Source: an optimization exercise on an open RTL-to-GDS flow (aim: small area). Production flows keep margins and buffers that such runs may drop. The RTL was checked by simulation tests, not by an equivalence proof against the original design.

## flow/design.v (module list and top-level ports; edited modules follow where they fit)
// module DCT_1D: 1378 lines
// module DCT_2D: 1384 lines
// module TPmem_1: 26 lines
// module TPmem_2: 26 lines
// module counter1: 11 lines
// module dct2d_top: 21 lines
module dct2d_top (clk, rst_n, pix_row, coef_row);
  // ...
==> flow/run.sh <==
#!/bin/bash
# synth_recipe.tcl (not shown) runs the flow's synth.tcl, then flattens the netlist and writes it again
# the make line also repeats each setting of config.mk as NAME=value (left out here)
make -C /OpenROAD-flow-scripts/flow DESIGN_CONFIG=/design/flow/config.mk WORK_HOME=/design/flow/orfs CLKGATE_MAP_FILE= SYNTH_SCRIPT=/design/flow/synth_recipe.tcl finish
==> flow/config.mk <==
export PLATFORM = sky130hd
export DESIGN_NAME = dct2d_top
export DESIGN_NICKNAME = dct2d_top
export VERILOG_FILES = /design/flow/design.v
export SDC_FILE = /design/flow/constraint.sdc
export NUM_CORES = 4
export LEC_CHECK = 0
export CAP_MARGIN = 20
export CORE_MARGIN = 2
export CORE_UTILIZATION = 75
export CTS_CLUSTER_DIAMETER = 80
export CTS_CLUSTER_SIZE = 35
export SLEW_MARGIN = 20
==> flow/constraint.sdc <==
create_clock -name core_clock -period 12.0 [get_ports {clk}]
set_input_delay 2.4000 -clock core_clock [delete_from_list [all_inputs] [get_ports {clk}]]
set_output_delay 2.4000 -clock core_clock [all_outputs]
set_load 0.01 [all_outputs]
==> key figures, run 1 <==
Clock tree
  – Post-CTS setup buffers: 0
  – H-tree lvl count: 2
  – Reg clk slew, reported paths: 0.12 ns

Worst setup path
  – Flop2flop setup slack: 0.48 ns
  – CP max-delay cell: fa_2
  – RR Endpoint: TP2.lane[1].q[6]
  – Stages on worst setup path: 34
  – Worst R2R Path Depth: 34
  – Worst path max stage delay: around 0.66 ns

Die
  – Io pins: 162
  – Tap Count: 1,040

Cells and area
  – Finished Cell Area: 63,330 µm²
  – Fraction of layout cells with a size suffix above 1: between 5 and 6%
  – Invs w/o clock: about 1,100

Routing
  – Antenna Nets Post-Route: 1

Status
  – Status: failed layout checks
  – Fail Reasons: antenna rules

STA
  – Slew Limit Headroom: 27.85%
  – Clock Skew: 0.06765 ns

Yosys
  – Most used DFF post-synth: dfxtp_1
  – Compound-cell area share of the yosys netlist: approximately 5.3%

Placed design
  – # port buffers: 137

Hold path
  – Hold-critical path depth: 0
  – Hold path start: TP2.lane[5].q[5]
==> module TPmem_1, before the edit <==
module TPmem_1 #(parameter D = 14) (
  input             i_clk,
  input      [7:0]  i_sel,      
  input      [47:0] i_data,     
  output reg [63:0] o_data      
);
  genvar h;
  generate
    for (h = 0; h < 6; h = h + 1) begin : lane
      reg [8*(D+h)-1:0] q;
      always @(posedge i_clk)
        q <= {q[8*(D-1+h)-1:0], i_data[47-8*h -: 8]};
    end
  endgenerate
  integer r;
  always @(*) begin
    for (r = 0; r < 8; r = r + 1)
      o_data[63-8*r -: 8] =
          ({8{i_sel[0]}} & lane[0].q[8*(D+0-r)-1 -: 8])
        | ({8{i_sel[1]}} & lane[1].q[8*(D+1-r)-1 -: 8])
        | ({8{i_sel[2]}} & lane[2].q[8*(D+2-r)-1 -: 8])
        | ({8{i_sel[3]}} & lane[3].q[8*(D+3-r)-1 -: 8])
        | ({8{i_sel[4]}} & lane[4].q[8*(D+4-r)-1 -: 8])
        | ({8{i_sel[5]}} & lane[5].q[8*(D+5-r)-1 -: 8]);
  end
endmodule
==> module dct2d_top, before the edit <==
module dct2d_top (clk, rst_n, pix_row, coef_row);
  input clk, rst_n;
  input  [63:0] pix_row;
  output [95:0] coef_row;
  wire [2:0]  ph;           
  wire [63:0] DCT1_out;
  wire [63:0] DCT2_in;
  wire [95:0] DCT2_out;
  wire [71:0] TP2_out;
  counter1 cnt(ph, clk, rst_n);
  wire [7:0] col_sel = 8'b1 << ph;                  
  wire [7:0] row_sel = 8'b1 << (ph + 3'd2);         
  reg [63:0] pix_q;        
  always @(posedge clk)
    pix_q <= pix_row;
  DCT_1D DCT1(pix_q, DCT1_out);
  TPmem_1 #(.D(13)) TP1(.i_clk(clk), .i_sel(col_sel), .i_data(DCT1_out[63:16]), .o_data(DCT2_in));
  DCT_2D DCT2(DCT2_in, DCT2_out, col_sel[0], col_sel[1]);
  TPmem_2 TP2(.i_clk(clk), .i_sel(row_sel), .i_data(DCT2_out[95:24]), .o_data(TP2_out));
  assign coef_row = {TP2_out, 24'b0};
endmodule
==> inputs of run 2 (changes only) <==
--- a/flow/design.v
+++ b/flow/design.v
@@ -1,11 +1,11 @@
 module DCT_1D(in, out);
   input  [63:0] in;
-  output [63:0] out;
+  output [41:0] out;
   wire n1 = in[56] ^ in[0];
   wire n2 = in[56] & in[0];
   wire n3 = in[57] ^ in[1] ^ n2;
   wire n4 = (in[57] & in[1]) | (in[57] & n2) | (in[1] & n2);
   wire n5 = in[58] ^ in[2] ^ n4;
   wire n6 = (in[58] & in[2]) | (in[58] & n4) | (in[2] & n4);
   wire n7 = in[59] ^ in[3] ^ n6;
   wire n8 = (in[59] & in[3]) | (in[59] & n6) | (in[3] & n6);
@@ -1341,45 +1341,44 @@
   wire n1338 = n1300 ^ n1337 ^ n1336;
   wire n1339 = (n1300 & n1337) | (n1300 & n1336) | (n1337 & n1336);
   wire n1340 = ~n1303;
   wire n1341 = n1340 ^ n1301 ^ n1339;
   wire n1342 = (n1340 & n1301) | (n1340 & n1339) | (n1301 & n1339);
   wire n1343 = ~n1304;
   wire n1344 = n1272 ^ n1343 ^ n1342;
   wire n1345 = (n1272 & n1343) | (n1272 & n1342) | (n1343 & n1342);
-  wire n1346 = ~n502;
-  wire n1347 = ~n499;
-  wire n1348 = ~n496;
-  wire n1349 = ~n493;
-  wire n1350 = ~n490;
-  wire n1351 = ~n487;
-  wire n1352 = ~n484;
-  wire n1353 = ~n945;
-  wire n1354 = ~n943;
-  wire n1355 = ~n718;
-  wire n1356 = ~n716;
-  wire n1357 = ~n713;
-  wire n1358 = ~n710;
-  wire n1359 = ~n707;
-  wire n1360 = ~n704;
-  wire n1361 = ~n1169;
-  wire n1362 = ~n1166;
-  wire n1363 = ~n1163;
-  wire n1364 = ~n1160;
-  wire n1365 = ~n1157;
-  wire n1366 = ~n1154;
-  wire n1367 = ~n593;
-  wire n1368 = ~n1344;
-  wire n1369 = ~n1341;
-  wire n1370 = ~n1338;
-  wire n1371 = ~n1335;
-  wire n1372 = ~n1332;
-  wire n1373 = ~n1329;
-  assign out = {{n1346, n501, n1347, n1348, n1349, n1350, n1351, n1352}, {n946, n946, n1353, n1354, n940, n937, n934, n931}, {n719, n719, n1355, n1356, n1357, n1358, n1359, n1360}, {n1170, n1170, n1361, n1362, n1363, n1364, n1365, n1366}, {n594, n1367, n590, n588, n585, n582, n579, n576}, {n1345, n1345, n1368, n1369, n1370, n1371, n1372, n1373}, 16'b0};
+  wire n1346 = ~n499;
+  wire n1347 = ~n496;
+  wire n1348 = ~n493;
+  wire n1349 = ~n490;
+  wire n1350 = ~n487;
+  wire n1351 = ~n484;
+  wire n1352 = ~n945;
+  wire n1353 = ~n943;
+  wire n1354 = ~n718;
+  wire n1355 = ~n716;
+  wire n1356 = ~n713;
+  wire n1357 = ~n710;
+  wire n1358 = ~n707;
+  wire n1359 = ~n704;
+  wire n1360 = ~n1169;
+  wire n1361 = ~n1166;
+  wire n1362 = ~n1163;
+  wire n1363 = ~n1160;
+  wire n1364 = ~n1157;
+  wire n1365 = ~n1154;
+  wire n1366 = ~n593;
+  wire n1367 = ~n1344;
+  wire n1368 = ~n1341;
+  wire n1369 = ~n1338;
+  wire n1370 = ~n1335;
+  wire n1371 = ~n1332;
+  wire n1372 = ~n1329;
+  assign out = {{n501, n1346, n1347, n1348, n1349, n1350, n1351}, {n946, n1352, n1353, n940, n937, n934, n931}, {n719, n1354, n1355, n1356, n1357, n1358, n1359}, {n1170, n1360, n1361, n1362, n1363, n1364, n1365}, {n1366, n590, n588, n585, n582, n579, n576}, {n1345, n1367, n1368, n1369, n1370, n1371, n1372}};
 endmodule
 module DCT_2D(in, out, col0, col1);
   input  [63:0] in;
   input  col0, col1;  
   output reg [95:0] out;
   wire n1 = in[56] ^ in[0];
   wire n2 = in[56] & in[0];
   wire n3 = in[57] ^ in[1] ^ n2;
@@ -2758,37 +2757,37 @@
     end
     else
       out = {z0[14:3], z1[14:3], z2[14:3], z3[14:3], z4[14:3], z5[14:3], 24'b0};
   end
 endmodule
 module TPmem_1 #(parameter D = 14) (
   input             i_clk,
   input      [7:0]  i_sel,      
-  input      [47:0] i_data,     
+  input      [41:0] i_data,     
   output reg [63:0] o_data      
 );
   genvar h;
   generate
     for (h = 0; h < 6; h = h + 1) begin : lane
-      reg [8*(D+h)-1:0] q;
+      reg [7*(D+h)-1:0] q;
       always @(posedge i_clk)
-        q <= {q[8*(D-1+h)-1:0], i_data[47-8*h -: 8]};
+        q <= {q[7*(D-1+h)-1:0], i_data[41-7*h -: 7]};
     end
   endgenerate
   integer r;
   always @(*) begin
     for (r = 0; r < 8; r = r + 1)
       o_data[63-8*r -: 8] =
-          ({8{i_sel[0]}} & lane[0].q[8*(D+0-r)-1 -: 8])
-        | ({8{i_sel[1]}} & lane[1].q[8*(D+1-r)-1 -: 8])
-        | ({8{i_sel[2]}} & lane[2].q[8*(D+2-r)-1 -: 8])
-        | ({8{i_sel[3]}} & lane[3].q[8*(D+3-r)-1 -: 8])
-        | ({8{i_sel[4]}} & lane[4].q[8*(D+4-r)-1 -: 8])
-        | ({8{i_sel[5]}} & lane[5].q[8*(D+5-r)-1 -: 8]);
+          ({8{i_sel[0]}} & {1'b0, lane[0].q[7*(D+0-r)-1 -: 7]})
+        | ({8{i_sel[1]}} & {lane[1].q[7*(D+1-r)-1], lane[1].q[7*(D+1-r)-1 -: 7]})
+        | ({8{i_sel[2]}} & {lane[2].q[7*(D+2-r)-1], lane[2].q[7*(D+2-r)-1 -: 7]})
+        | ({8{i_sel[3]}} & {lane[3].q[7*(D+3-r)-1], lane[3].q[7*(D+3-r)-1 -: 7]})
+        | ({8{i_sel[4]}} & {lane[4].q[7*(D+4-r)-1], lane[4].q[7*(D+4-r)-1 -: 7]})
+        | ({8{i_sel[5]}} & {lane[5].q[7*(D+5-r)-1], lane[5].q[7*(D+5-r)-1 -: 7]});
   end
 endmodule
 module TPmem_2 (
   input             i_clk,
   input      [7:0]  i_sel,      
   input      [71:0] i_data,     
   output reg [71:0] o_data      
 );
@@ -2823,24 +2822,24 @@
       count <= count + 1'b1;
   end
 endmodule
 module dct2d_top (clk, rst_n, pix_row, coef_row);
   input clk, rst_n;
   input  [63:0] pix_row;
   output [95:0] coef_row;
   wire [2:0]  ph;           
-  wire [63:0] DCT1_out;
+  wire [41:0] DCT1_out;
   wire [63:0] DCT2_in;
   wire [95:0] DCT2_out;
   wire [71:0] TP2_out;
   counter1 cnt(ph, clk, rst_n);
   wire [7:0] col_sel = 8'b1 << ph;                  
   wire [7:0] row_sel = 8'b1 << (ph + 3'd2);         
   reg [63:0] pix_q;        
   always @(posedge clk)
     pix_q <= pix_row;
   DCT_1D DCT1(pix_q, DCT1_out);
-  TPmem_1 #(.D(13)) TP1(.i_clk(clk), .i_sel(col_sel), .i_data(DCT1_out[63:16]), .o_data(DCT2_in));
+  TPmem_1 #(.D(13)) TP1(.i_clk(clk), .i_sel(col_sel), .i_data(DCT1_out), .o_data(DCT2_in));
   DCT_2D DCT2(DCT2_in, DCT2_out, col_sel[0], col_sel[1]);
   TPmem_2 TP2(.i_clk(clk), .i_sel(row_sel), .i_data(DCT2_out[95:24]), .o_data(TP2_out));
   assign coef_row = {TP2_out, 24'b0};
 endmodule
==> flow/config.mk (replaced) <==
export PLATFORM = sky130hd
export DESIGN_NAME = dct2d_top
export DESIGN_NICKNAME = dct2d_top
export VERILOG_FILES = /design/flow/design.v
export SDC_FILE = /design/flow/constraint.sdc
export NUM_CORES = 4
export LEC_CHECK = 0
export CAP_MARGIN = 20
export CORE_MARGIN = 2
export CORE_UTILIZATION = 65
export CTS_CLUSTER_DIAMETER = 90
export CTS_CLUSTER_SIZE = 28
export PLACE_DENSITY_LB_ADDON = 0.1
export SLEW_MARGIN = 20
==> run 2 against run 1 <==
The run now finishes clean. Worst setup slack better by 0.026 ns. Critical endpoint is now TP2.lane[0].q[0]. Clock-buffer cell count is 5 higher. Fmax is 0.23% higher. Non-clock buffer count is 2 lower.
==> key figures, run 2 <==
Routing
  – Vias: just over 30,000
  – Routed WL: 118,400 µm
  – Metal2 WL: 62,330 µm
  – 1st-iter DRT viols: 1,892
  – Number of remaining DRC errors: 0
  – First-pass DRT Iterations: 10
  – Highest Signal Layer: met4
  – Routed wl met3: about 4300 µm
  – Vias per cell: 5.092
  – DR WL/cell: 19.95 µm
  – Met1 Wirelength: between 40,000 and 50,000 µm
  – Antenna Nets Post-Route: 0 (-1)

Cells and area
  – Fillers: 6,261
  – Fraction of layout cells with a size suffix above 1: 6.322% (+1.1 points)
  – Reg with most FFs: TP1.lane.q
  – Most frequent cells in the layout: 1,329 x dfxtp_1, 1,091 x inv_1, 845 x fa_1
  – Max FFs per register: ~650
  – Register area: 26,630 µm²
  – Area Overhead vs Synth: 7.762%
  – Finished Cell Area: 62,990 µm² (-0.54%)
  – Nets: about 6,000
  – Leading cell type in the layout, fill and taps excluded: dfxtp_1
  – Biggest regs: TP1.lane.q: 651 flops, TP2.lane.q: 612 flops, pix_q: 64 flops
  – Area of the multi-input gates: 27,370 µm²

Yosys
  – Mapped cell area: 58,450 µm²
  – Compound-cell area share of the yosys netlist: 4.114% (-1.2 points)
  – Post-Synth Simple-Gate Area: ~2.6%
  – Dominant cell type by area after synthesis: dfxtp_1
  – Mux cell area share after synthesis: 3.003%
  – Fraction of registers with async set/reset: 0%
  – Sequential element share of the synthesized area: 45.55%
  – Adder-cell area share of the yosys netlist: 35.66%
  – Cells after synthesis: 4,593
  – Most used DFF post-synth: dfxtp_1
  – Main combinational cell family by area after synthesis: adder cells
  – Top cell type's share of synthesized area: 45.55%
  – Most numerous cell in the Yosys netlist: dfxtp_1
  – Post-Synth XOR/XNOR Area: 1.139%
  – Synth area leaders: dfxtp_1 46%, fa_1 29%, inv_1 7.0%
  – Number of synthesized flops with an enable pin: 0
  – Most common library cells after synthesis: 1,330 x dfxtp_1, 1,091 x inv_1, 845 x fa_1
  – Yosys Warn Count: 5
  – Synth Register Bits: between 1,000 and 1,500
  – Syn avg cell area: 12.73 µm²
  – Yosys cell types: 52

GRT
  – Total gr overflow: 0
  – Global-route wire length before repair: around 190,000 µm
  – All-layer global routing usage: 26.59%
  – Largest net degree at the start of global routing: 73
  – Initial antenna violation count: 5
  – Number of global-route vias before repair: 32,970

STA
  – Slew Limit Headroom: 23.96% (-3.9 points)
  – Worst hold slack: 0.2967 ns
  – Final worst-path cycle share: between 90% and 100%
  – Worst slew pin tran: 1.138 ns
  – Final hold viol count: 0
  – Minimum clock period: about 11 ns
  – Clock Skew: 0.06214 ns (-0.005510 ns)
  – Setup TNS: 0 ns
  – Final setup viols: 0
  – Pins Over Slew Limit: 0
  – Setup ws final: roughly 0.50 ns
  – RSZ-0062 raised after global routing: no
  – FMAX: 86.99 MHz

Worst setup path
  – Reg-to-reg startpoint: cnt.count[1]
  – Worst path arrival time: 12.05 ns
  – CP endpoint kind: register
  – Worst path max stage delay: 0.61 ns (-0.05 ns)
  – Setup CP Type: register to register
  – Startpoint types: register
  – CP dominant cell by count: fa_1
  – CP max-delay cell: fa_1
  – CP Data Required Time: 12.55 ns
  – Crit path max fanout: 10
  – CP startpoint: cnt.count[1]

Clock tree
  – Reg clk slew, reported paths: 0.10 ns (-0.02 ns)
  – CTS Root Cell: clkbuf_16
  – H-tree lvl count: 2 (unchanged)
  – CTS Buffer Depth: 3
  – Clock Latency Late Sink: ~0.70 ns
  – CTS tree: done
  – Clock sinks: 1,330
  – CTS Buf Count: 57

Placed design
  – HPWL Detailed: about 95,000 µm
  – GP Congestion: a little over 0.9
  – # port buffers: 137 (unchanged)
  – Placed cell areas: ~60,000 µm²
  – Post-Place Setup Slack: 0.1219 ns

Run
  – Max-cap viol count: 0

Status
  – Status: complete, no violations

Hold path
  – Hold WC Path Type: register to register
  – Hold path start: TP2.lane[2].q[5]

Die
  – Die X: roughly 300 µm
  – Placement Rows: 109
  – Initial Utilization: 65.84%
  – DIE AREA: 92,340 µm²
  – Total core area: 88,780 µm²
  – Die H: 303.9 µm
  – Io pins: 162 (unchanged)
==> run 2: cell types whose count changed in the layout (fill, tap and decap cells not counted), sizes merged, moves of 30 or more <==
cell    before   now
a22oi      284   152
nand3      101    64
nand2      107   194
mux2        94   155
a222oi      11    52
dfxtp     1360  1330
==> run 2: layout make-up <==
| class | instances | share of cell area, % |
|---|---|---|
| Antenna cell | 7 | 0.02781 |
| Clock buffer | 57 | 2.265 |
| Clock inverter | 14 | 0.3556 |
| Inverter | 1091 | 6.502 |
| Multi-Input combinational cell | 2081 | 43.45 |
| Sequential cell | 1330 | 42.28 |
| Tap cell | 1165 | 2.314 |
| Timing Repair Buffer | 188 | 2.811 |
==> run 2: critical path: cells and delay by family (launching register included) <==
family,cells,cell delay [ns]
buffers and inverters,9,0.68
AND/OR/NAND/NOR,1,0.22
flip-flops,1,0.45
adder cells (fa/ha/maj),22,8.96
AO/OA/AOI/OAI,5,0.90
XOR/XNOR,1,0.19
==> run 2: path summary, 6_finish.rpt <==
kind,to,slack [ns],cells after the start
setup / recovery,TP2.lane[0].q[0],0.50,38
hold / removal,TP2.lane[2].q[17],0.30,0
setup reg to reg,TP2.lane[0].q[0],0.50,38
hold reg to reg,TP2.lane[2].q[17],0.30,0
==> run 2: layer usage <==
layer  track usage [%]  up-vias
li1                  -    14055
met1             32.99    15301
met2             48.42      654
met3             2.800      200
met4             9.314        0
met5                 0        -
==> run 2: cells by family after synthesis <==
group	after synthesis
xor+xnor	76
mux	156
fa+ha+maj	1162
compound gates	317
buf+inv	1206
flops	1330
simple gates	345
other cells	1
==> run 2: metrics by stage <==
| step | utilization [%] | cells |
|---|---|---|
| 2_1_floorplan | - | 4616 |
| 4_1_cts | 70.87 | 5922 |
| 3_3_place_gp | 69.01 | 5851 |
| 6_report | 70.95 | 5933 |
| 3_5_place_dp | 69.01 | 5851 |
| 5_1_grt | 70.93 | 5928 |
==> run 2: what timing repair did <==
action                     in CTS  in global routing
resized for setup               0                  5
hold buffers                    0                  0
setup endpoints to repair       0                 22
setup buffers                   0                  3
==> inputs of run 3 (changes only) <==
--- a/flow/config.mk
+++ b/flow/config.mk
@@ -9,6 +9,6 @@
 export CORE_MARGIN = 2
-export CORE_UTILIZATION = 65
-export CTS_CLUSTER_DIAMETER = 90
-export CTS_CLUSTER_SIZE = 28
-export PLACE_DENSITY_LB_ADDON = 0.1
+export CORE_UTILIZATION = 70
+export CTS_CLUSTER_DIAMETER = 100
+export CTS_CLUSTER_SIZE = 30
+export GPL_TIMING_DRIVEN = 0
 export SLEW_MARGIN = 20
==> run 3 against run 2 <==
Utilization grew 6.2 points. Critical endpoint is now TP2.lane[0].q[8]. Cell area grew 0.91%. Non-clock buffer count grew 88.
==> key figures, run 3 <==
STA
  – Worst slew pin tran: 1.101 ns (-0.03723 ns)
  – Final hold viol count: 0 (unchanged)
  – Clock Skew: 0.03004 ns (-0.03210 ns)
  – Final worst-path cycle share: 97.05% (+1.3 points)
  – Minimum clock period: 11.65 ns (+0.1502 ns)
  – Slew Limit Headroom: 26.07% (+2.1 points)
  – FMAX: 85.87 MHz (-1.3%)
  – Setup TNS: 0 ns (unchanged)
  – Pins Over Slew Limit: 0 (unchanged)
  – Final setup viols: 0 (unchanged)

Die
  – Placement Rows: 105 (-3.7%)
  – DIE AREA: 85,830 µm² (-7.1%)
  – Io pins: 162 (unchanged)
  – Total core area: 82,370 µm² (-7.2%)
  – Initial Utilization: 70.96% (+5.1 points)
  – Die H: 293.0 µm (-3.6%)
  – Die X: 293.0 µm (-3.6%)

Routing
  – DR WL/cell: 22.07 µm (+11%)
  – First-pass DRT Iterations: 7 (-3)
  – Routed WL: 130,500 µm (+10%)
  – Antenna Nets Post-Route: 0 (unchanged)
  – Number of remaining DRC errors: 0 (unchanged)
  – Vias: 31,609 (+4.6%)
  – Vias per cell: 5.346 (+5.0%)
  – 1st-iter DRT viols: 2,256 (+19%)

Placed design
  – HPWL Detailed: 102,900 µm (+8.0%)
  – Placed cells: 5,823 (-0.48%)
  – # port buffers: 137 (unchanged)
  – GP Congestion: 0.9186 (-1.5%)

Worst setup path
  – CP Capture Point: TP2.lane[0].q[8]
  – Reg-to-reg startpoint: cnt.count[2]
  – Worst path arrival time: 12.16 ns (+0.11 ns)
  – Worst path max stage delay: 0.67 ns (+0.06 ns)
  – CP Data Required Time: 12.51 ns (-0.04 ns)
  – Flop2flop setup slack: 0.35 ns (-0.15 ns)
  – RR Endpoint: TP2.lane[0].q[8]
  – Startpoint types: register
  – CP max-delay cell: fa_2
  – CP startpoint: cnt.count[2]
  – Crit path max fanout: 10 (unchanged)
  – Worst R2R Path Depth: 38 (unchanged)
  – Setup CP Type: register to register
  – CP dominant cell by count: fa_1
  – CP endpoint kind: register

Yosys
  – Cells after synthesis: 4,593 (unchanged)
  – Yosys cell types: 52 (unchanged)
  – Top cell type's share of synthesized area: 45.55% (unchanged)
  – Most common library cells after synthesis: 1,330 x dfxtp_1, 1,091 x inv_1, 845 x fa_1
  – Number of synthesized flops with an enable pin: 0 (unchanged)
  – Most numerous cell in the Yosys netlist: dfxtp_1
  – Fraction of registers with async set/reset: 0% (unchanged)
  – Yosys Warn Count: 5 (unchanged)
  – Dominant cell type by area after synthesis: dfxtp_1
  – Sequential element share of the synthesized area: 45.55% (unchanged)
  – Mapped cell area: 58,450 µm² (unchanged)
  – Synth area leaders: dfxtp_1 46%, fa_1 29%, inv_1 7.0%
  – Syn avg cell area: 12.73 µm² (unchanged)
  – Most used DFF post-synth: dfxtp_1
  – Synth Register Bits: 1,330 (unchanged)

Cells and area
  – Post-layout util: 77.17% (+6.2 points)
  – Most frequent cells in the layout: 1,327 x dfxtp_1, 1,086 x inv_1, 822 x fa_1
  – Biggest regs: TP1.lane.q: 651 flops, TP2.lane.q: 612 flops, pix_q: 64 flops
  – Max FFs per register: 651 (unchanged)
  – Leading cell type in the layout, fill and taps excluded: dfxtp_1
  – Layout Cells excl Fill: 5,913 (-0.34%)
  – Reg with most FFs: TP1.lane.q
  – Fraction of layout cells with a size suffix above 1: 7.934% (+1.6 points)
  – Area Overhead vs Synth: 8.747%
  – Nets: 6,045 (+1.4%)

Clock tree
  – CTS Root Cell: clkbuf_16
  – Hold_buf cts: 0 (unchanged)
  – CTS Buffer Depth: 3 (unchanged)
  – Reg clk slew, reported paths: 0.11 ns (about the same)
  – CTS Buf Count: 54 (-5.3%)
  – H-tree lvl count: 2 (unchanged)
  – Clock sinks: 1,330 (unchanged)
  – CTS tree: done
  – Clock Latency Late Sink: 0.66 ns (-0.04 ns)

GRT
  – Total gr overflow: 0 (unchanged)
  – Number of global-route vias before repair: 34,334 (+4.1%)
  – All-layer global routing usage: 31.58% (+5.0 points)
  – Global-route wire length before repair: 199,500 µm (+6.8%)
  – Largest net degree at the start of global routing: 31 (-58%)
  – Initial antenna violation count: 3 (-2)

Status
  – Status: complete, no violations

Hold path
  – Hold WC Path Type: register to register

Run
  – Max-cap viol count: 0 (unchanged)
run 3: logic make-up (layout without fill, tap and decap cells):
group	count (synthesis)	count (layout)	share of synthesized area [%]
flip-flops	1330	1330	45.55
buffers and inverters	1206	1430	7.901
adder cells (fa/ha/maj)	1162	1162	35.66
AND/OR/NAND/NOR	345	345	2.620
AO/OA/AOI/OAI	317	317	4.114
multiplexers	156	156	3.003
XOR/XNOR	76	76	1.139
other	1	27	0.006416
run 3: how the worst min path moves through the flow:
stage / slack [ns] / cells past startpoint / to / startpoint
2_1_floorplan: 0.31 / 0 / TP1.lane[0].q[10] / TP1.lane[0].q[3]
3_3_place_gp: 0.31 / 0 / TP1.lane[4].q[8] / TP1.lane[4].q[1]
3_5_place_dp: 0.31 / 0 / TP1.lane[0].q[13] / TP1.lane[0].q[6]
4_1_cts: 0.32 / 0 / TP1.lane[4].q[10] / TP1.lane[4].q[3]
5_1_grt: 0.32 / 0 / TP1.lane[4].q[10] / TP1.lane[4].q[3]
6_report: 0.32 / 0 / TP2.lane[3].q[44] / TP2.lane[3].q[32]
run 3: timing repair:
item / in CTS / in global routing
gates resized for setup: 115 / 61
buffers inserted: 12 / 15
endpoints found under the setup margin: 29 / 24
pin swaps: 11 / 16
run 3: area by class of cell:
cell class / instances / area (µm²)
fill: 5264 / 18810
tap: 1070 / 1339
inverter: 1091 / 4110
sequential: 1330 / 26630
clock buffer: 55 / 1365
buffer: 112 / 691.9
clock inverter: 8 / 219.0
timing repair buffer: 164 / 1574
antenna: 3 / 7.507
multi-input combinational: 2080 / 27620
run 3: per-stage QoR:
stage	instance area, µm²	setup WS, ns	hold WS (ns)
2_1_floorplan	58540	0.5941	0.3096
3_3_place_gp	61250	-1.944	0.3102
3_5_place_dp	61260	-1.939	0.3121
4_1_cts	63280	0.01545	0.3215
5_1_grt	63560	-0.02463	0.3180
6_report	63560	0.3540	0.3190
run 3: routing by layer:
layer  routed length [µm]  track usage (%)  share of wire [%]  vias up
li1                     -                -                  -    14194
met3                 8337            4.592                6.4      269
met5                   27                0              0.021        -
met2                65430            54.59                 50     1040
met4                 5730            12.30                4.4        4
met1                51000            40.52                 39    16102
run 3: worst max-delay path, delay by kind of cell (launching register included):
family,cells,cell delay [ns]
AO/OA/AOI/OAI,3,0.83
AND/OR/NAND/NOR,2,0.37
flip-flops,1,0.39
buffers and inverters,12,1.30
adder cells (fa/ha/maj),21,8.61
==> inputs of run 4 (changes only) <==
--- a/flow/config.mk
+++ b/flow/config.mk
@@ -12,3 +12,2 @@
 export CTS_CLUSTER_SIZE = 30
-export GPL_TIMING_DRIVEN = 0
 export SLEW_MARGIN = 20
==> run 4 against run 3 <==
Still clean on timing, DRC and antenna. Via count decreased by 3.3%. Clock skew decreased by 0.0033 ns. Die area unchanged. Worst setup slack improved by 0.13 ns. Critical path type unchanged. Critical path depth decreased by 4. First-iteration DRC count decreased by 22%. Sequential cell count unchanged.
==> key figures, run 4 <==
Yosys
  – Dominant cell type by area after synthesis: dfxtp_1
  – Yosys Warn Count: 5 (unchanged)
  – Top cell type's share of synthesized area: 45.55% (unchanged)
  – Most numerous cell in the Yosys netlist: dfxtp_1
  – Fraction of registers with async set/reset: 0% (unchanged)
  – Cells after synthesis: 4,593 (unchanged)
  – Synth Register Bits: 1,330 (unchanged)
  – Syn avg cell area: 12.73 µm² (unchanged)
  – Sequential element share of the synthesized area: 45.55% (unchanged)
  – Most common library cells after synthesis: 1,330 x dfxtp_1, 1,091 x inv_1, 845 x fa_1
  – Yosys cell types: 52 (unchanged)
  – Most used DFF post-synth: dfxtp_1
  – Mapped cell area: 58,450 µm² (unchanged)
  – Synth area leaders: dfxtp_1 46%, fa_1 29%, inv_1 7.0%
  – Number of synthesized flops with an enable pin: 0 (unchanged)

Worst setup path
  – Startpoint types: register
  – Worst path bufs/invs: 6 (-6)
  – CP dominant cell by count: fa_1
  – CP endpoint kind: register
  – Top Family by Delay on Critical Path: adder cells
  – Worst path max stage delay: 0.74 ns (+0.07 ns)
  – CP Data Required Time: 12.58 ns (+0.07 ns)
  – Worst path arrival time: 12.10 ns (-0.06 ns)
  – CP max-delay cell: fa_1
  – Crit path max fanout: 19 (+9)
  – Setup CP Type: register to register

GRT
  – Initial antenna violation count: 1 (-2)
  – All-layer global routing usage: 29.13% (-2.5 points)
  – Largest net degree at the start of global routing: 73 (+140%)
  – Number of global-route vias before repair: 33,552 (-2.3%)
  – Total gr overflow: 0 (unchanged)
  – Global-route wire length before repair: 188,100 µm (-5.7%)

Cells and area
  – Max FFs per register: 651 (unchanged)
  – Reg with most FFs: TP1.lane.q
  – Fraction of layout cells with a size suffix above 1: 6.447% (-1.5 points)
  – Leading cell type in the layout, fill and taps excluded: dfxtp_1
  – Fillers: 5,367 (+2.0%)
  – Most frequent cells in the layout: 1,328 x dfxtp_1, 1,089 x inv_1, 845 x fa_1
  – Area Overhead vs Synth: 7.501%
  – Finished Cell Area: 62,840 µm² (-1.1%)
  – Nets: 5,964 (-1.3%)
  – Biggest regs: TP1.lane.q: 651 flops, TP2.lane.q: 612 flops, pix_q: 64 flops

Clock tree
  – Clock sinks: 1,330 (unchanged)
  – CTS Buffer Depth: 3 (unchanged)
  – Clock Latency Late Sink: 0.67 ns (about the same)
  – Reg clk slew, reported paths: 0.10 ns (about the same)
  – CTS tree: done
  – CTS Buf Count: 53 (-1.9%)
  – CTS Root Cell: clkbuf_16
  – H-tree lvl count: 2 (unchanged)
  – Hold_buf cts: 0 (unchanged)

Routing
  – Antenna Nets Post-Route: 0 (unchanged)
  – Vias: 30,552 (-3.3%)
  – First-pass DRT Iterations: 9 (+2)
  – Routed WL: 119,400 µm (-8.5%)
  – DR WL/cell: 20.47 µm (-7.3%)
  – Number of remaining DRC errors: 0 (unchanged)
  – 1st-iter DRT viols: 1,756 (-22%)
  – Vias per cell: 5.237 (-2.0%)

Die
  – DIE AREA: 85,830 µm² (unchanged)
  – Die H: 293.0 µm (unchanged)
  – Total core area: 82,370 µm² (unchanged)
  – Io pins: 162 (unchanged)
  – Initial Utilization: 70.96% (unchanged)
  – Die X: 293.0 µm (unchanged)
  – Placement Rows: 105 (unchanged)

STA
  – FMAX: 86.80 MHz (+1.1%)
  – RSZ-0062 raised after global routing: no
  – Final setup viols: 0 (unchanged)
  – Setup ws final: 0.4793 ns (+0.1252 ns)
  – Slew Limit Headroom: 17.79% (-8.3 points)
  – Final worst-path cycle share: 96.01% (-1.0 points)
  – Setup TNS: 0 ns (unchanged)
  – Final hold viol count: 0 (unchanged)
  – Minimum clock period: 11.52 ns (-0.1252 ns)
  – Worst slew pin tran: 1.224 ns (+0.1234 ns)
  – Pins Over Slew Limit: 0 (unchanged)
  – Clock Skew: 0.02671 ns (-0.003331 ns)

Placed design
  – # port buffers: 137 (unchanged)
  – HPWL Detailed: 94,870 µm (-7.8%)
  – Post-Place Setup Slack: 0.2484 ns (+2.187 ns)
  – GP Congestion: 0.9475 (+3.1%)
  – Placed cell areas: 61,190 µm² (-0.12%)

Hold path
  – Hold WC Path Type: register to register

Status
  – Status: complete, no violations

Run
  – Max-cap viol count: 0 (unchanged)
[run 4: cell count changes in the layout (fill, tap and decap cells not counted), sizes merged]
cell	delta
clkdlybuf4s15	-1
clkinv	-1
clkbuf	-59
nor2b	+1
diode	-1
clkinvlp	-3
buf	-21
inv	+6
[run 4: worst paths after layout]
kind                    startpoint                end  slack [ns]  cells past startpoint
hold reg to reg   TP1.lane[2].q[8]  TP1.lane[2].q[15]        0.32                      0
hold / removal    TP1.lane[2].q[8]  TP1.lane[2].q[15]        0.32                      0
setup reg to reg      cnt.count[2]   TP2.lane[1].q[2]        0.48                     34
setup / recovery      cnt.count[2]   TP2.lane[1].q[2]        0.48                     34
[run 4: kinds of logic (layout without fill, tap and decap cells)]
kind of cell,Yosys count,count (layout),share of synthesized area (%)
DFF,1330,1330,45.55
buffers and inverters,1206,1351,7.901
adders and majority gates,1162,1162,35.66
and+or+nand+nor,345,346,2.620
AOI/OAI and AO/OA,317,317,4.114
muxes,156,156,3.003
xor gates and xnor gates,76,76,1.139
other,1,26,0.006416
[run 4: metal layers]
layer	track usage (%)	wire length, µm	part of all wire [%]	vias to the layer above
met2	52.93	62860	53	747
met3	2.958	4578	3.8	251
met1	36.54	47480	40	15512
met4	9.831	4524	3.8	0
met5	0	0	0	-
li1	-	-	-	14042
[run 4: layout make-up]
cell class	count	area [µm²]	share of cell area (%)
Clock inverter	10	193.9	0.3086
Clock buffer	55	1365	2.172
Multi-Input combinational cell	2081	27380	43.58
Antenna cell	2	5.005	0.007965
Timing Repair Buffer	195	1819	2.895
Tap cell	1070	1339	2.131
Inverter	1091	4099	6.523
Sequential cell	1330	26630	42.38
[run 4: metrics by stage]
step	util [%]	hold WS [ns]	cells
2_1_floorplan	-	0.3096	4616
3_3_place_gp	74.28	0.3096	5763
3_5_place_dp	74.28	0.3121	5763
4_1_cts	76.18	0.3183	5828
5_1_grt	76.28	0.3225	5832
6_report	76.28	0.3163	5834
[run 4: timing repair]
item | 4_1_cts | 5_1_grt
endpoints found under the setup margin | 0 | 22
gates resized for setup | 0 | 11
buffers inserted | 0 | 2
==> inputs of run 5 (changes only) <==
==> flow/flow/run.sh (new file) <==
#!/bin/bash
# Standard layout, with one netlist pass between synthesis and floorplan:
# flow/invpush.py rebuilds full adders in complemented form where that
# removes inverters (a full adder is self-dual).  Registers and the logic
# function are unchanged.
set -euo pipefail
R=orfs/results/${FLOW_PLATFORM}/dct2d_top/base
bash standard.sh synth > synth.log 2>&1
cp "$R/1_2_yosys.v" netlist_synth.v
python3 flow/invpush.py netlist_synth.v "$R/1_2_yosys.v" > invpush.log 2>&1
rm -f "$R/1_synth.odb" "$R/1_synth.sdc"
touch "$R/1_2_yosys.v"
bash standard.sh finish > layout.log 2>&1
==> flow/flow/invpush.py (new file) <==
#!/usr/bin/env python3
"""Inverter pushing on a synthesized sky130hd netlist.

A full adder is self-dual: FA(~a, ~b, ~c) = (~cout, ~sum).  So any full
adder may be built "flipped": fed the complements of its inputs, it gives
the complements of its outputs.  This script picks, for every full adder,
whether to flip it so that as few signals as possible need an inverter,
and rewrites the netlist: it removes the old inverters and adds one
inverter per signal whose complement is still needed.  The logic function
and every register are unchanged.

usage: invpush.py IN.v OUT.v
"""
import random
import re
import sys

OUT_PINS = {"X", "Y", "Q", "Q_N", "SUM", "COUT", "HI", "LO"}
INV_RE = re.compile(r"^sky130_fd_sc_hd__(inv|clkinv)_\d+$")
FA_RE = re.compile(r"^sky130_fd_sc_hd__fa_\d+$")

src = open(sys.argv[1]).read()
m = re.search(r"^module\s.*?;\n", src, re.M | re.S)
head_end = m.end()
end = src.rindex("endmodule")
body = re.sub(r"\(\*.*?\*\)", "", src[head_end:end], flags=re.S)

# split the body into statements ending with ';'
stmts = []
i = 0
inst_re = re.compile(r"\s*(sky130_fd_sc_hd__\w+)\s+(\\\S+\s|\S+)\s*\((.*)\)\s*;\s*$", re.S)
pin_re = re.compile(r"\.(\w+)\(\s*(.*?)\s*\)\s*(?:,|$)", re.S)
for st in re.findall(r"[^;]*;", body, re.S):
    mm = inst_re.match(st)
    if mm:
        typ, name, conns = mm.group(1), mm.group(2), mm.group(3)
        pins = []
        for pm in re.finditer(r"\.(\w+)\(((?:\\\S+\s)|[^()]*?)\s*\)", conns):
            pins.append((pm.group(1), pm.group(2).strip() if not pm.group(2).startswith("\\") else pm.group(2)))
        stmts.append(["inst", typ, name, pins])
    else:
        stmts.append(["text", st])
tail = body[len("".join(s[1] if s[0] == "text" else "" for s in stmts)):] if False else ""
rest = body[body.rfind(";") + 1:]


def norm(n):
    n = n.strip()
    return n


insts = [s for s in stmts if s[0] == "inst"]
text_nets = set()
for s in stmts:
    if s[0] == "text" and "assign" in s[1]:
        for tok in re.findall(r"(\\\S+|[A-Za-z_][\w$]*(?:\[\d+\])?)", s[1]):
            text_nets.add(tok)
ports = set(re.findall(r"(?:input|output)\s*(?:\[\d+:\d+\])?\s*(\w+)", src[:head_end] + body))

driver = {}
for k, s in enumerate(insts):
    for p, n in s[3]:
        if p in OUT_PINS:
            driver[norm(n)] = (k, p)


def is_port_net(n):
    base = n.split("[")[0].lstrip("\\").strip()
    return base in ports


def is_inv(k):
    return bool(INV_RE.match(insts[k][1]))


def is_fa(k):
    return bool(FA_RE.match(insts[k][1]))


def pin(k, p):
    for q, n in insts[k][3]:
        if q == p:
            return norm(n)
    return None


# removable inverters: output not a port and not used in text
removable = set()
for k in range(len(insts)):
    if is_inv(k):
        y = pin(k, "Y")
        if y not in text_nets and not is_port_net(y):
            removable.add(k)


def resolve(n):
    """(base net, parity) of net n through removable inverters."""
    par = 0
    seen = 0
    while True:
        d = driver.get(n)
        if d is None or d[0] not in removable:
            return n, par
        n = pin(d[0], "A")
        par ^= 1
        seen += 1
        assert seen < 100


# flippable FAs: their outputs are not ports and not used in text
flippable = []
for k in range(len(insts)):
    if is_fa(k):
        outs = [pin(k, "SUM"), pin(k, "COUT")]
        if all(o is not None and o not in text_nets and not is_port_net(o) for o in outs):
            flippable.append(k)
fidx = {k: j for j, k in enumerate(flippable)}

# consumers: (inst k, pin p) of every kept instance input, requiring (base, parity)
cons = []
for k, s in enumerate(insts):
    if k in removable:
        continue
    for p, n in s[3]:
        if p in OUT_PINS:
            continue
        n = norm(n)
        if n.startswith(("1'", "0'")) or re.match(r"^\d+'", n):
            continue
        b, par = resolve(n)
        cons.append((k, p, b, par))
# text references that are inverter outputs we remove are excluded above,
# so text nets always keep their physical = logical value (their drivers
# are not flipped and not removed)

base_drv_fa = {}
for b in set(c[2] for c in cons):
    d = driver.get(b)
    base_drv_fa[b] = fidx.get(d[0]) if d else None

flip = [0] * len(flippable)


def need_of(c):
    k, p, b, par = c
    fk = fidx.get(k)
    fc = flip[fk] if fk is not None else 0
    fd = base_drv_fa[b]
    fdv = flip[fd] if fd is not None else 0
    return par ^ fc ^ fdv


from collections import defaultdict
cons_of_base = defaultdict(list)
for ci, c in enumerate(cons):
    cons_of_base[c[2]].append(ci)
cons_of_fa = defaultdict(list)   # consumer indices at FA inputs
outs_of_fa = defaultdict(list)   # base nets driven by FA
for ci, c in enumerate(cons):
    if c[0] in fidx:
        cons_of_fa[fidx[c[0]]].append(ci)
for b, fd in base_drv_fa.items():
    if fd is not None:
        outs_of_fa[fd].append(b)

needcnt = defaultdict(int)
for ci, c in enumerate(cons):
    if need_of(c):
        needcnt[c[2]] += 1
cost = sum(1 for b, v in needcnt.items() if v > 0)
print("initial inverters needed:", cost, "removable inverters:", len(removable),
      "flippable FAs:", len(flippable), file=sys.stderr)


def delta_flip(j):
    # nets affected: bases consumed by FA j's inputs, and bases driven by j
    affected = {}
    for ci in cons_of_fa[j]:
        b = cons[ci][2]
        affected.setdefault(b, needcnt[b])
    for b in outs_of_fa[j]:
        affected.setdefault(b, needcnt[b])
    before = sum(1 for b, v in affected.items() if v > 0)
    newcnt = dict(affected)
    # consumer pins of FA j flip their need
    for ci in cons_of_fa[j]:
        b = cons[ci][2]
        newcnt[b] += -1 if need_of(cons[ci]) else 1
    # outputs of j: all consumers flip their need, except those at FA j
    # itself (already counted above; flipping both driver and consumer
    # keeps them unchanged)
    for b in outs_of_fa[j]:
        for ci in cons_of_base[b]:
            if fidx.get(cons[ci][0]) == j:
                # undo the change made above for this pin
                newcnt[b] -= -1 if need_of(cons[ci]) else 1
                continue
            newcnt[b] += -1 if need_of(cons[ci]) else 1
    after = sum(1 for b, v in newcnt.items() if v > 0)
    return after - before, newcnt


random.seed(1)
order = list(range(len(flippable)))
for it in range(20):
    random.shuffle(order)
    improved = 0
    for j in order:
        d, newcnt = delta_flip(j)
        if d < 0 or (d == 0 and random.random() < 0.1):
            flip[j] ^= 1
            for b, v in newcnt.items():
                needcnt[b] = v
            cost += d
            if d < 0:
                improved += 1
    if not improved and it > 5:
        break
# recount exactly
needcnt = defaultdict(int)
for c in cons:
    if need_of(c):
        needcnt[c[2]] += 1
cost = sum(1 for b, v in needcnt.items() if v > 0)
pass

# rewrite
newwires = []
cnt = [0]


def fresh():
    cnt[0] += 1
    w = "_ipush%d_" % cnt[0]
    newwires.append(w)
    return w


# physical net of each base net driven by a flipped FA gets a new name
phys = {}
for j, k in enumerate(flippable):
    if flip[j]:
        for p in ("SUM", "COUT"):
            b = pin(k, p)
            phys[b] = fresh()
inv_of = {}      # physical net -> net carrying its complement
newinvs = []


def complement(pn):
    if pn not in inv_of:
        w = fresh()
        inv_of[pn] = w
        newinvs.append((pn, w))
    return inv_of[pn]


# logical nets of flipped FA outputs that are still needed by name
for ci, c in enumerate(cons):
    k, p, b, par = c
    fk = fidx.get(k)
    fc = flip[fk] if fk is not None else 0
    fd = base_drv_fa[b]
    fdv = flip[fd] if fd is not None else 0
    pn = phys.get(b, b)               # physical net of b (value b ^ fdv)
    want = par ^ fc                   # logical parity wanted at the pin
    net = pn if (want ^ fdv) == 0 else complement(pn)
    c_new = net
    s = insts[k]
    s[3] = [(q, (c_new if (q == p) else n)) for q, n in s[3]]
# flipped FA output pins
for j, k in enumerate(flippable):
    if flip[j]:
        s = insts[k]
        s[3] = [(q, (phys[norm(n)] if q in ("SUM", "COUT") else
                     (n))) for q, n in s[3]]

# text-referenced nets driven by flipped FAs cannot occur (not flippable)


def fmt_net(n):
    n = n if isinstance(n, str) else n
    return n if not n.startswith("\\") else (n if n.endswith(" ") else n + " ")


out = [src[:head_end]]
for w in newwires:
    out.append("  wire %s;\n" % w)
ninv = 0
for s in stmts:
    if s[0] == "text":
        out.append(s[1])
        continue
    k = insts.index(s) if False else None
    out.append(None)
# rebuild instance text in order
res = [src[:head_end]]
for w in newwires:
    res.append("  wire %s;\n" % w)
kk = 0
for s in stmts:
    if s[0] == "text":
        res.append(s[1])
        continue
    k = kk
    kk += 1
    if k in removable:
        continue
    typ, name, pins = s[1], s[2], s[3]
    res.append("\n  %s %s (\n%s\n  );" % (typ, name if name.endswith(" ") or not name.startswith("\\") else name + " ",
                                        ",\n".join("    .%s(%s)" % (p, fmt_net(n)) for p, n in pins)))
for a, y in newinvs:
    ninv += 1
    res.append("\n  sky130_fd_sc_hd__inv_1 _ipinv%d_ (\n    .A(%s),\n    .Y(%s)\n  );" % (ninv, fmt_net(a), y))
res.append(rest)
res.append("\nendmodule\n")
res.append(src[end + len("endmodule"):].lstrip("\n"))
open(sys.argv[2], "w").write("".join(res))
print("removed %d inverters, added %d" % (len(removable), ninv), file=sys.stderr)
==> flow/standard.sh (new file) <==
#!/bin/bash
# synth_recipe.tcl (not shown) runs the flow's synth.tcl, then flattens the netlist and writes it again
# the make line also repeats each setting of config.mk as NAME=value (left out here)
make -C /OpenROAD-flow-scripts/flow DESIGN_CONFIG=/design/flow/config.mk WORK_HOME=/design/flow/orfs CLKGATE_MAP_FILE= SYNTH_SCRIPT=/design/flow/synth_recipe.tcl "${@:-finish}"
removed: flow/run.sh
==> run 5 against run 4 <==
Global-route usage grew 0.43 points. Cell count shrank 9.1%. Register-to-register slack is essentially flat. Wire length shrank 2.2%. Worst hold slack is essentially flat. Non-clock buffer count grew 4. Clock-buffer cell count is the same. Die area shrank 3.3%. Critical path type unchanged. Critical endpoint is now TP2.lane[1].q[0].
==> key figures, run 5 <==
Routing
  – Number of remaining DRC errors: 0 (unchanged)
  – First-pass DRT Iterations: 7 (-2)
  – Routed WL: 116,800 µm (-2.2%)
  – Antenna Nets Post-Route: 0 (unchanged)
  – Vias: 28,946 (-5.3%)
  – 1st-iter DRT viols: 1,742 (-0.80%)
  – Vias per cell: 5.455 (+4.2%)
  – DR WL/cell: 22.01 µm (+7.5%)

Worst setup path
  – Worst R2R Path Depth: 33 (-2.9%)
  – Setup CP Type: register to register
  – Worst path max stage delay: 0.60 ns (-0.14 ns)
  – CP endpoint kind: register
  – Startpoint types: register
  – CP dominant cell by count: fa_1
  – Top Family by Delay on Critical Path: adder cells
  – Flop2flop setup slack: 0.49 ns (about the same)
  – CP Data Required Time: 12.59 ns (about the same)
  – Worst path arrival time: 12.10 ns (about the same)
  – RR Endpoint: TP2.lane[1].q[0]
  – Worst path bufs/invs: 4 (-2)
  – Reg-to-reg startpoint: cnt.count[1]
  – CP max-delay cell: or4_1
  – Crit path max fanout: 16 (-3)

Cells and area
  – Layout Cells excl Fill: 5,306 (-9.1%)
  – Most frequent cells in the layout: 1,329 x dfxtp_1, 844 x fa_1, 569 x inv_1
  – Max FFs per register: 651 (unchanged)
  – Area Overhead vs Synth: 7.793%
  – Nets: 5,446 (-8.7%)
  – Reg with most FFs: TP1.lane.q
  – Fraction of layout cells with a size suffix above 1: 7.326% (+0.88 points)
  – Finished Cell Area: 60,900 µm² (-3.1%)
  – Fillers: 5,181 (-3.5%)
  – Biggest regs: TP1.lane.q: 651 flops, TP2.lane.q: 612 flops, pix_q: 64 flops
  – Leading cell type in the layout, fill and taps excluded: dfxtp_1

STA
  – Final setup viols: 0 (unchanged)
  – Final hold viol count: 0 (unchanged)
  – Minimum clock period: 11.51 ns (-0.009828 ns)
  – FMAX: 86.87 MHz (about the same)
  – Slew Limit Headroom: 25.65% (+7.9 points)
  – Worst slew pin tran: 1.113 ns (-0.1115 ns)
  – Setup TNS: 0 ns (unchanged)
  – Final worst-path cycle share: 95.92% (about the same)
  – Clock Skew: 0.03863 ns (+0.01192 ns)
  – Pins Over Slew Limit: 0 (unchanged)
  – RSZ-0062 raised after global routing: no

Die
  – Placement Rows: 104 (-0.95%)
  – DIE AREA: 83,000 µm² (-3.3%)
  – Total core area: 80,160 µm² (-2.7%)
  – Die X: 288.1 µm (-1.7%)
  – Initial Utilization: 70.48% (-0.48 points)
  – Io pins: 162 (unchanged)
  – Die H: 288.1 µm (-1.7%)

Yosys
  – Syn avg cell area: 13.87 µm² (+9.0%)
  – Cells after synthesis: 4,072 (-11%)
  – Yosys Warn Count: 5 (unchanged)
  – Mapped cell area: 56,500 µm² (-3.3%)

Clock tree
  – CTS tree: done
  – Clock Latency Late Sink: 0.67 ns (about the same)
  – H-tree lvl count: 2 (unchanged)
  – CTS Buf Count: 53 (unchanged)
  – CTS Buffer Depth: 3 (unchanged)
  – CTS Root Cell: clkbuf_16
  – Reg clk slew, reported paths: 0.11 ns (about the same)
  – Hold_buf cts: 0 (unchanged)
  – Clock sinks: 1,330 (unchanged)

Placed design
  – HPWL Detailed: 93,110 µm (-1.9%)
  – GP Congestion: 0.9320 (-1.6%)
  – Placed cells: 5,235 (-9.2%)
  – # port buffers: 137 (unchanged)
  – Placed cell areas: 59,240 µm² (-3.2%)

Hold path
  – Hold WC Path Type: register to register
  – Hold-critical path depth: 0 (unchanged)
  – Hold EP: TP2.lane[5].q[31]
  – Hold path start: TP2.lane[5].q[19]

GRT
  – Initial antenna violation count: 3 (+2)
  – Largest net degree at the start of global routing: 73 (unchanged)
  – All-layer global routing usage: 29.56% (+0.43 points)
  – Total gr overflow: 0 (unchanged)
  – Global-route wire length before repair: 182,300 µm (-3.1%)
  – Number of global-route vias before repair: 31,976 (-4.7%)

Status
  – Status: complete, no violations

Run
  – Max-cap viol count: 0 (unchanged)
[run 5: layout make-up]
type                            instances  area (µm²)  area share, %
Multi-Input combinational cell       2080       27370          44.95
Sequential cell                      1330       26630          43.73
Inverter                              570        2143          3.519
Timing Repair Buffer                  199        1864          3.061
Clock buffer                           55        1344          2.207
Tap cell                             1060        1326          2.178
Clock inverter                         11       215.2         0.3534
Antenna cell                            1       2.502       0.004109
[run 5: timing repair]
item                       4_1_cts  5_1_grt
setup buffers                    0        3
resized for setup                0       10
setup endpoints to repair        0       21
[run 5: through the flow]
| stage | worst slack, ns | hold slack, ns | utilization, % |
|---|---|---|---|
| 4_1_cts | 0.1761 | 0.3125 | 75.85 |
| 2_1_floorplan | 0.6601 | 0.3096 | - |
| 5_1_grt | 0.008809 | 0.3141 | 75.97 |
| 3_5_place_dp | 0.2013 | 0.3121 | 73.91 |
| 3_3_place_gp | 0.3754 | 0.3098 | 73.91 |
| 6_report | 0.4891 | 0.3159 | 75.97 |
[run 5: layer usage]
| layer | vias to the layer above | GRT usage [%] | wire, µm |
|---|---|---|---|
| li1 | 13001 | - | - |
| met5 | - | 0 | 13 |
| met3 | 240 | 3.922 | 5224 |
| met1 | 14917 | 37.11 | 45680 |
| met4 | 2 | 11.85 | 5332 |
| met2 | 786 | 52.10 | 60530 |
[run 5: worst max path at each step]
| stage | startpoint | slack, ns | to | cells after the start |
|---|---|---|---|---|
| floorplan | cnt.count[2] | 0.66 | TP2.lane[0].q[4] | 33 |
| global placement | cnt.count[1] | 0.38 | TP2.lane[0].q[4] | 36 |
| detailed placement | cnt.count[1] | 0.20 | TP2.lane[0].q[5] | 36 |
| CTS | cnt.count[1] | 0.18 | TP2.lane[0].q[5] | 36 |
| global route | cnt.count[1] | 0.009 | TP2.lane[0].q[5] | 35 |
| finish | cnt.count[1] | 0.49 | TP2.lane[1].q[0] | 33 |

separate check: timing with driven ports:
How much do the figures lean on ideal ports? The routed layouts below were timed once more, with nothing changed but the port constraints. Step 1, drivers: a clkbuf_16 drives clk and a buf_2 each remaining input, both assumed. Step 2 also shifts input and output timing later by t, the mid clock arrival at the registers, as if the neighbouring blocks saw the same clock. Slacks: ideal / step 1 / step 2; pairs: ideal / step 1.
run | shift t [ns] | setup slack, ns | latest minus earliest clock arrival (ns) | worst slew at a driven data input, ns
run 1 | 0.713 | 0.478 / 0.478 / 0.478 | 0.069 / 0.069 | 0.07
run 2 | 0.730 | 0.504 / 0.504 / 0.504 | 0.065 / 0.066 | 0.08
run 3 | 0.732 | 0.354 / 0.354 / 0.354 | 0.045 / 0.045 | 0.06
run 4 | 0.720 | 0.479 / 0.479 / 0.479 | 0.036 / 0.037 | 0.06
run 5 | 0.713 | 0.489 / 0.489 / 0.489 | 0.053 / 0.053 | 0.05
